This design comes from an exercise in tuning for a short achievable clock period and few clock cycles on the open sky130 flow, not from production work. RTL that was checked went through simulation tests only; none was proved equivalent to the original. Power and IR drop assume default switching activity.

## cache
module cache(PRead_request, PWrite_request, PWrite_data, PAddress, clk, rst, MRead_data, MRead_ready, MWrite_done,
             MRead_request, MWrite_request, MWrite_data, MAddress, PRead_ready, PWrite_done, PRead_data);
Size: ~750 cells after synthesis, ~290 flip-flops, about 82 I/O pins.
Settings: LEC_CHECK=0, ABC_CLOCK_PERIOD_IN_PS=3000, CAP_MARGIN=20, CORE_MARGIN=2, CORE_UTILIZATION=40, SETUP_SLACK_MARGIN=1.8, SLEW_MARGIN=20; clock period 5.0 ns.
run.sh (not shown) runs the stock make flow with config.mk's settings and CLKGATE_MAP_FILE= SYNTH_SCRIPT=/design/flow/synth_recipe.tcl, a recipe that flattens the netlist after the stock synthesis.
Next try:
ABC_CLOCK_PERIOD_IN_PS = not set   (was 3000)
SETUP_SLACK_MARGIN = not set   (was 1.8)
Result: Total power went down by 3.5%; fmax went down by 23%; design area falls by 7.4%; cell count drops by 0.77%; worst hold slack is about the same; via count falls by 2.0%; count of clock-buffer cells in the layout drops by 1; worst setup slack got worse by 1.1 ns; register-to-register slack gets worse by 0.17 ns; utilization came out lower by 3.9 points.
Function was not checked in any run of this note: the RTL went through the layout flow alone.

Another version of the RTL of cache (not shown whole).
Size in the first run: ~690 cells after synthesis, about 0.013 sq mm of cells after synthesis.
export LEC_CHECK = 0
export ABC_CLOCK_PERIOD_IN_PS = 2200
export CAP_MARGIN = 20
export CORE_MARGIN = 2
export CORE_UTILIZATION = 40
export SETUP_SLACK_MARGIN = 2.8
export SLEW_MARGIN = 20
create_clock -name core_clock -period 5.0 [get_ports {clk}]
The first run completed with no timing, DRC or antenna violations.
Next try:
Settings changed: ABC_CLOCK_PERIOD_IN_PS 2200 to 2300, SETUP_SLACK_MARGIN 2.8 to 2.6.
After rerunning:
- routed wire length is lower by 1.4%
- utilization is lower by 2.5 points
- via count is lower by 3.2%
No run of this note included a check of the RTL's function; only the layout flow was run.

Setup of trial 17:
The RTL this note starts from:
==> flow/design.v <==
module cache(PRead_request, PWrite_request, PWrite_data, PAddress, clk, rst, MRead_data, MRead_ready, MWrite_done,
             MRead_request, MWrite_request, MWrite_data, MAddress, PRead_ready, PWrite_done, PRead_data);
input PRead_request;
input PWrite_request;
input [7:0] PWrite_data;
input [7:0] PAddress;
output PRead_ready;
output PWrite_done;
output [7:0] PRead_data;
output MRead_request;
output MWrite_request;
output [7:0] MWrite_data;
output [7:0] MAddress;
input MRead_ready;
input MWrite_done;
input [31:0] MRead_data;
input clk;
input rst;
reg [31:0] blocks [7:0];
reg [2:0]  cache_tags [7:0];
reg [7:0]  valid;
reg       answer;        
reg       miss_state;    
reg [7:0] read_byte;     
reg       write_hit;     
reg [7:0] addr_q;        
reg [7:0] wdata_q;       
wire [2:0] p_tag           = PAddress[7:5];
wire [2:0] p_block_select  = PAddress[4:2];
wire [1:0] p_byte_in_block = PAddress[1:0];
wire [2:0] q_tag           = addr_q[7:5];
wire [2:0] q_block_select  = addr_q[4:2];
wire [1:0] q_byte_in_block = addr_q[1:0];
wire cache_hit = valid[p_block_select] & (cache_tags[p_block_select] == p_tag);
wire lookup    = ~answer & ~miss_state;
wire read_hit  = lookup & PRead_request & cache_hit;
wire read_miss = lookup & PRead_request & ~cache_hit;
wire fill      = miss_state & MRead_ready;
wire [31:0] line = blocks[p_block_select];
wire [7:0] hit_byte  = (p_byte_in_block == 2'd0) ? line[7:0] :
                       (p_byte_in_block == 2'd1) ? line[15:8] :
                       (p_byte_in_block == 2'd2) ? line[23:16] : line[31:24];
wire [7:0] fill_byte = (q_byte_in_block == 2'd0) ? MRead_data[7:0] :
                       (q_byte_in_block == 2'd1) ? MRead_data[15:8] :
                       (q_byte_in_block == 2'd2) ? MRead_data[23:16] : MRead_data[31:24];
always @(posedge clk) begin
    if (rst) begin
        valid      <= 8'h00;
        answer     <= 1'b0;
        miss_state <= 1'b0;
        write_hit  <= 1'b0;
    end else begin
        if (fill)
            valid[q_block_select] <= 1'b1;
        answer <= read_hit | fill;
        if (lookup)
            miss_state <= read_miss;
        else if (MRead_ready)
            miss_state <= 1'b0;
        write_hit <= PWrite_request & cache_hit;
    end
end
always @(posedge clk) begin
    read_byte <= fill ? fill_byte : hit_byte;
    addr_q    <= PAddress;
    wdata_q   <= PWrite_data;
end
always @(posedge clk) begin
    if (fill) begin
        blocks[q_block_select]     <= MRead_data;
        cache_tags[q_block_select] <= q_tag;
    end else if (write_hit) begin
        case (q_byte_in_block)
            2'd0: blocks[q_block_select][7:0]   <= wdata_q;
            2'd1: blocks[q_block_select][15:8]  <= wdata_q;
            2'd2: blocks[q_block_select][23:16] <= wdata_q;
            2'd3: blocks[q_block_select][31:24] <= wdata_q;
        endcase
    end
end
assign PRead_ready    = answer;
assign PRead_data     = read_byte;
assign PWrite_done    = MWrite_done;
assign MRead_request  = miss_state;
assign MWrite_request = PWrite_request;
assign MWrite_data    = PWrite_data;
assign MAddress       = {PAddress[7:2], miss_state ? 2'b00 : p_byte_in_block};
endmodule
==> flow/config.mk <==
export PLATFORM = sky130hd
export DESIGN_NAME = cache
export DESIGN_NICKNAME = cache
export VERILOG_FILES = /design/flow/design.v
export SDC_FILE = /design/flow/constraint.sdc
export NUM_CORES = 4
export LEC_CHECK = 0
export ABC_CLOCK_PERIOD_IN_PS = 2300
export CAP_MARGIN = 20
export CORE_MARGIN = 2
export CORE_UTILIZATION = 40
export SETUP_SLACK_MARGIN = 2.6
export SLEW_MARGIN = 20
==> flow/constraint.sdc <==
create_clock -name core_clock -period 5.0 [get_ports {clk}]
set_input_delay 1.0000 -clock core_clock [delete_from_list [all_inputs] [get_ports {clk}]]
set_output_delay 1.0000 -clock core_clock [all_outputs]
set_load 0.01 [all_outputs]
The final layout from trial 17, which completed every stage, passed the timing, DRC and antenna checks at the end of the flow.
Testbench counts of trial 17, summed over its fixed seeds: cycles 85,828.
Relative to trial 17, the following input files were edited for trial 3:
- a change of ABC_CLOCK_PERIOD_IN_PS from 2300 to 2200
- a change of SETUP_SLACK_MARGIN from 2.6 to 2.8
Results
Compared to trial 17, trial 3 has worst-case setup margin in the final layout 41 ps lower.
Trial 17 has a lower final core utilization than trial 3.
On trial 3: half-perimeter wire length after detailed placement is 4.0% higher than what trial 17 gave.

[what the ideal ports hide]
The flow's constraints put no driver on any port. The routed layouts listed below were extracted and timed again, unchanged, in two steps.
Step 1 sets driving cells, clkbuf_16 on the clock port and buf_2 on the other inputs (assumed; they add their load-dependent delay and slew).
Step 2 adds t to the input delays and takes it off the output delays; t is the mean of the earliest and latest rising clock arrival at the registers after step 1. Input paths then give back, and output paths get back, about the clock's delay inside the block.
Three values: ideal ports, drivers, drivers and shift; two values: the first two.
| run | t (ns) | setup slack, ns | worst setup path at the end | worst slew at a driven data input, ns | cell pins on the clock port's net |
|---|---|---|---|---|---|
| the first run of note 1 | 0.596 | 1.272 / 1.131 / 1.131 | input to output | 0.19 | 1 |
| the second run of note 1 | 0.609 | 0.145 / 0.122 / 0.122 | input to output | 0.06 | 1 |
| the first run of note 2 | 0.554 | 2.241 / 2.200 / 2.092 | input to register | 0.23 | 1 |
| the second run of note 2 | 0.597 | 2.203 / 2.163 / 2.084 | input to register | 0.17 | 1 |
| trial 17 | 0.604 | 2.588 / 2.543 / 2.015 | input to register | 0.16 | 1 |
| trial 3 | 0.556 | 2.548 / 2.517 / 2.121 | input to register | 0.17 | 1 |
After both steps setup and hold are still met in every run listed. The setup slack of trial 17, which loses most, moves by -0.045 ns with the drivers and by -0.573 ns with both steps.
